What follows belongs to an exercise in optimizing a design on an open flow for small area, a short achievable clock period and few clock cycles; a production flow would make more cautious choices.
Where RTL was checked, it was by simulation tests only, not by an equivalence proof against the original.
No activity file was given, so power comes from the tool's default toggle rates.

==> module Tresholding, before the edit <==
module Tresholding(Go, P_Addr, P_Data, B_Addr, I_RW, I_En, O_RW, O_En, Done, T_Out, Clk, Rst);
	input Go;
	input [7:0] P_Data;
	output reg [16:0] P_Addr, B_Addr;
	output [7:0] T_Out;
	output I_RW, O_RW;
	output reg I_En, O_En, Done;
	input Clk, Rst;
	localparam K  = 8;           
	localparam L  = K + 4;       
	localparam NS = 320 / K;     
	localparam RW = 4;             
	assign I_RW = 1'b0;
	assign O_RW = 1'b1;
	reg         busy;            
	reg         run;             
	reg [RW-1:0] r;              
	reg [7:0]   cc;              
	reg [5:0]   s;               
	wire start   = Go & (~busy | Done);
	wire r_last  = (r == L-1);
	wire s_last  = (s == NS-1);
	wire c_end   = s_last ? (cc == 8'd241) : (cc == 8'd239);
	wire f_last  = r_last & s_last & (cc == 8'd241);
	wire rd_ok   = run & (cc < 8'd240) & ~((s == 0) & (r < 2)) & ~(s_last & (r >= L-2));
	wire ov      = run & (r >= 4) & ((cc >= 8'd2) | (s != 0));
	wire o_rlast = r_last;
	wire o_c239  = (cc == 8'd1) | (cc == 8'd241);
	wire [2:0] mcode = (cc == 8'd0) ? 3'd1 : (cc == 8'd1) ? 3'd2 : (cc == 8'd2) ? 3'd3 :
	                   (cc == 8'd3) ? 3'd4 : 3'd0;
	always @(posedge Clk) begin
		if (Rst) begin
			busy <= 1'b0;
			run  <= 1'b0;
		end else begin
			if (start) begin
				busy <= 1'b1;
				run  <= 1'b1;
			end else begin
				if (Done) busy <= 1'b0;
				if (f_last) run <= 1'b0;
			end
		end
	end
	always @(posedge Clk) begin
		if (start) begin
			r  <= 0;
			cc <= 0;
			s  <= 0;
		end else if (run) begin
			if (r_last) begin
				r <= 0;
				if (c_end) begin
					cc <= 0;
					s  <= s + 1'b1;
				end else
					cc <= cc + 1'b1;
			end else
				r <= r + 1'b1;
		end
	end
	always @(posedge Clk) begin
		if (start)
			P_Addr <= 17'd479;
		else if (r != 0)
			P_Addr <= P_Addr + 17'd240;
		else if (cc != 0)
			P_Addr <= P_Addr - (17'd240*(L-1) - 17'd1);
		else
			P_Addr <= P_Addr - 17'd959;
	end
	reg       rv;
	reg [2:0] m1, m2, m3;
	reg [3:0] ov1, ov2, ov3, ov4;    
	reg       o_rl5, o_c5;
	always @(posedge Clk) begin
		if (Rst) begin
			I_En <= 1'b0;
			rv   <= 1'b0;
			ov1 <= 0; ov2 <= 0; ov3 <= 0; ov4 <= 0;
			O_En <= 1'b0;
			Done <= 1'b0;
		end else begin
			I_En <= rd_ok;
			rv   <= I_En;
			ov1  <= {f_last, o_c239, o_rlast, ov};
			ov2  <= ov1;
			ov3  <= ov2;
			ov4  <= ov3;
			O_En <= ov4[0];
			Done <= ov4[3];
		end
	end
	always @(posedge Clk) begin
		m1 <= mcode; m2 <= m1; m3 <= m2;
		o_rl5 <= ov4[1];
		o_c5  <= ov4[2];
	end
	always @(posedge Clk) begin
		if (start)
			B_Addr <= 17'd0;
		else if (O_En) begin
			if (~o_rl5)
				B_Addr <= B_Addr + 17'd240;
			else if (~o_c5)
				B_Addr <= B_Addr - (17'd240*(K-1) - 17'd1);
			else
				B_Addr <= B_Addr + 17'd1;
		end
	end
	localparam N = 4*L + 1;
	reg [7:0] sr [0:N-1];
	integer i;
	always @(posedge Clk) begin
		sr[0] <= rv ? P_Data : 8'd0;
		for (i = 1; i < N; i = i + 1)
			sr[i] <= sr[i-1];
	end
	wire mx4 = (m3 == 3'd1) | (m3 == 3'd2);
	wire mx3 = (m3 == 3'd2);
	wire mx1 = (m3 == 3'd3);
	wire mx0 = (m3 == 3'd3) | (m3 == 3'd4);
	wire [7:0] x4 = mx4 ? 8'd0 : sr[0];
	wire [7:0] x3 = mx3 ? 8'd0 : sr[L];
	wire [7:0] x2 = sr[2*L];
	wire [7:0] x1 = mx1 ? 8'd0 : sr[3*L];
	wire [7:0] x0 = mx0 ? 8'd0 : sr[4*L];
	wire [8:0] s04 = x0 + x4;
	wire [8:0] s13 = x1 + x3;
	reg [12:0] H0;
	reg [14:0] H1;
	reg [16:0] H2;
	always @(posedge Clk) begin
		H0 <= s04 + 4*s13 + 7*x2;
		H1 <= 4*s04 + 16*s13 + 26*x2;
		H2 <= 7*s04 + 26*s13 + 41*x2 + {~x2, 8'd0};
	end
	reg [12:0] Q1;
	reg [14:0] Q2;
	reg [16:0] Q3, Q4;
	wire [17:0] acc = Q4 + H0;
	reg  t;
	always @(posedge Clk) begin
		Q1 <= H0;
		Q2 <= Q1 + H1;
		Q3 <= Q2 + H2;
		Q4 <= Q3 + H1;
		t  <= acc[17] | acc[16];
	end
	assign T_Out = {8{t}};
endmodule
==> flow/config.mk <==
export PLATFORM = sky130hd
export DESIGN_NAME = Tresholding
export DESIGN_NICKNAME = Tresholding
export VERILOG_FILES = /design/flow/design.v
export SDC_FILE = /design/flow/constraint.sdc
export NUM_CORES = 4
export LEC_CHECK = 0
export CAP_MARGIN = 20
export CORE_MARGIN = 2
export CORE_UTILIZATION = 40
export SLEW_MARGIN = 20
==> flow/constraint.sdc <==
create_clock -name core_clock -period 8.0 [get_ports {Clk}]
set_input_delay 1.6000 -clock core_clock [delete_from_list [all_inputs] [get_ports {Clk}]]
set_output_delay 1.6000 -clock core_clock [all_outputs]
set_load 0.01 [all_outputs]
run.sh (not shown) runs the stock make flow with config.mk's settings and CLKGATE_MAP_FILE= SYNTH_SCRIPT=/design/flow/synth_recipe.tcl, a recipe that flattens the netlist after the stock synthesis.
The first run ran to the end with no violations.
Testbench counts at the start, summed over its fixed seeds: cycles 345,687.
Edit:
--- a/flow/design.v
+++ b/flow/design.v
@@ -70,9 +70,9 @@
 		else
 			P_Addr <= P_Addr - 17'd959;
 	end
 	reg       rv;
-	reg [2:0] m1, m2, m3;
+	reg [3:0] m1, m2;                
 	reg [3:0] ov1, ov2, ov3, ov4;    
 	reg       o_rl5, o_c5;
 	always @(posedge Clk) begin
 		if (Rst) begin
@@ -92,9 +92,10 @@
 			Done <= ov4[3];
 		end
 	end
 	always @(posedge Clk) begin
-		m1 <= mcode; m2 <= m1; m3 <= m2;
+		m1 <= {(cc == 8'd0) | (cc == 8'd1), (cc == 8'd1), (cc == 8'd2), (cc == 8'd2) | (cc == 8'd3)};
+		m2 <= m1;
 		o_rl5 <= ov4[1];
 		o_c5  <= ov4[2];
 	end
 	always @(posedge Clk) begin
@@ -108,45 +109,47 @@
 			else
 				B_Addr <= B_Addr + 17'd1;
 		end
 	end
-	localparam N = 4*L + 1;
+	localparam N = 4*L;
 	reg [7:0] sr [0:N-1];
+	wire [7:0] din = rv ? P_Data : 8'd0;
 	integer i;
 	always @(posedge Clk) begin
-		sr[0] <= rv ? P_Data : 8'd0;
+		sr[0] <= din;
 		for (i = 1; i < N; i = i + 1)
 			sr[i] <= sr[i-1];
 	end
-	wire mx4 = (m3 == 3'd1) | (m3 == 3'd2);
-	wire mx3 = (m3 == 3'd2);
-	wire mx1 = (m3 == 3'd3);
-	wire mx0 = (m3 == 3'd3) | (m3 == 3'd4);
-	wire [7:0] x4 = mx4 ? 8'd0 : sr[0];
-	wire [7:0] x3 = mx3 ? 8'd0 : sr[L];
-	wire [7:0] x2 = sr[2*L];
-	wire [7:0] x1 = mx1 ? 8'd0 : sr[3*L];
-	wire [7:0] x0 = mx0 ? 8'd0 : sr[4*L];
-	wire [8:0] s04 = x0 + x4;
-	wire [8:0] s13 = x1 + x3;
-	reg [12:0] H0;
-	reg [14:0] H1;
-	reg [16:0] H2;
+	wire [7:0] x4 = m2[3] ? 8'd0 : din;
+	wire [7:0] x3 = m2[2] ? 8'd0 : sr[L-1];
+	wire [7:0] x2 = sr[2*L-1];
+	wire [7:0] x1 = m2[1] ? 8'd0 : sr[3*L-1];
+	wire [7:0] x0 = m2[0] ? 8'd0 : sr[4*L-1];
+	reg [8:0] a04, a13;
+	reg [7:0] c2;
 	always @(posedge Clk) begin
-		H0 <= s04 + 4*s13 + 7*x2;
-		H1 <= 4*s04 + 16*s13 + 26*x2;
-		H2 <= 7*s04 + 26*s13 + 41*x2 + {~x2, 8'd0};
+		a04 <= x0 + x4;
+		a13 <= x1 + x3;
+		c2  <= x2;
+	end
+	reg [12:0] G;
+	reg [16:0] X3;
+	reg [7:0]  c2d;
+	always @(posedge Clk) begin
+		G   <= a04 + {a13, 2'b00} + {c2, 3'b000} - c2;
+		X3  <= {~c2, 8'd0} + {~c2, 3'd0} - {a13, 1'b0} - 17'd2040;
+		c2d <= c2;
 	end
 	reg [12:0] Q1;
 	reg [14:0] Q2;
 	reg [16:0] Q3, Q4;
-	wire [17:0] acc = Q4 + H0;
+	wire [17:0] acc = Q4 + G;
 	reg  t;
 	always @(posedge Clk) begin
-		Q1 <= H0;
-		Q2 <= Q1 + H1;
-		Q3 <= Q2 + H2;
-		Q4 <= Q3 + H1;
+		Q1 <= G;
+		Q2 <= Q1 + {G, 2'b00} - {c2d, 1'b0};
+		Q3 <= Q2 + {G, 3'b000} - G + X3;
+		Q4 <= Q3 + {G, 2'b00} - {c2d, 1'b0};
 		t  <= acc[17] | acc[16];
 	end
 	assign T_Out = {8{t}};
 endmodule
What happened: Fmax came out higher by about 110%. Synthesized area drops by about 9%. Synthesized cell count fell by about 9%. Routed wire length fell by 15%. First-iteration DRC count shrinks by 20%. Sequential power increases by 6.3%. Register-to-register slack improves by 4000 ps. Total power is higher by 43%. Core utilization goes up by 0.12 points. Global-route usage falls by 0.72 points. Setup slack improved by 4000 ps. Design area fell by about 9%. Cell count is lower by 9.2%. Sequential share of layout area rose by 4.1 points.
No functional check of the RTL was part of the second run of this note.

## afterwards: timing with drivers on the ports
Ports are ideal in the flow. The routed layouts listed here were re-timed in OpenROAD. Step 1 sets driving cells, clkbuf_16 on the clock port and buf_2 on the other inputs (assumed; they add their load-dependent delay and slew). Step 2, shift: input delay + t, output delay - t, t = (earliest + latest rising clock arrival at the registers) / 2. This alone moves slack from input paths to output paths. a / b / c = ideal / step 1 / step 2; a / b = the first two.
| run | shift t [ns] | slack for setup (ns) | worst setup path at the end | latest minus earliest clock arrival (ns) | pins driven straight from the clock port |
|---|---|---|---|---|---|
| the first run | 0.657 | 0.518 / 0.518 / 0.518 | register to register | 0.052 / 0.052 | 1 |
| the second run | 0.647 | 4.485 / 4.431 / 4.157 | input to register | 0.035 / 0.035 | 1 |
After both steps every run listed still meets setup and hold. For the second run, which loses most, drivers alone change the setup slack by -0.054 ns; drivers and shift together by -0.328 ns.
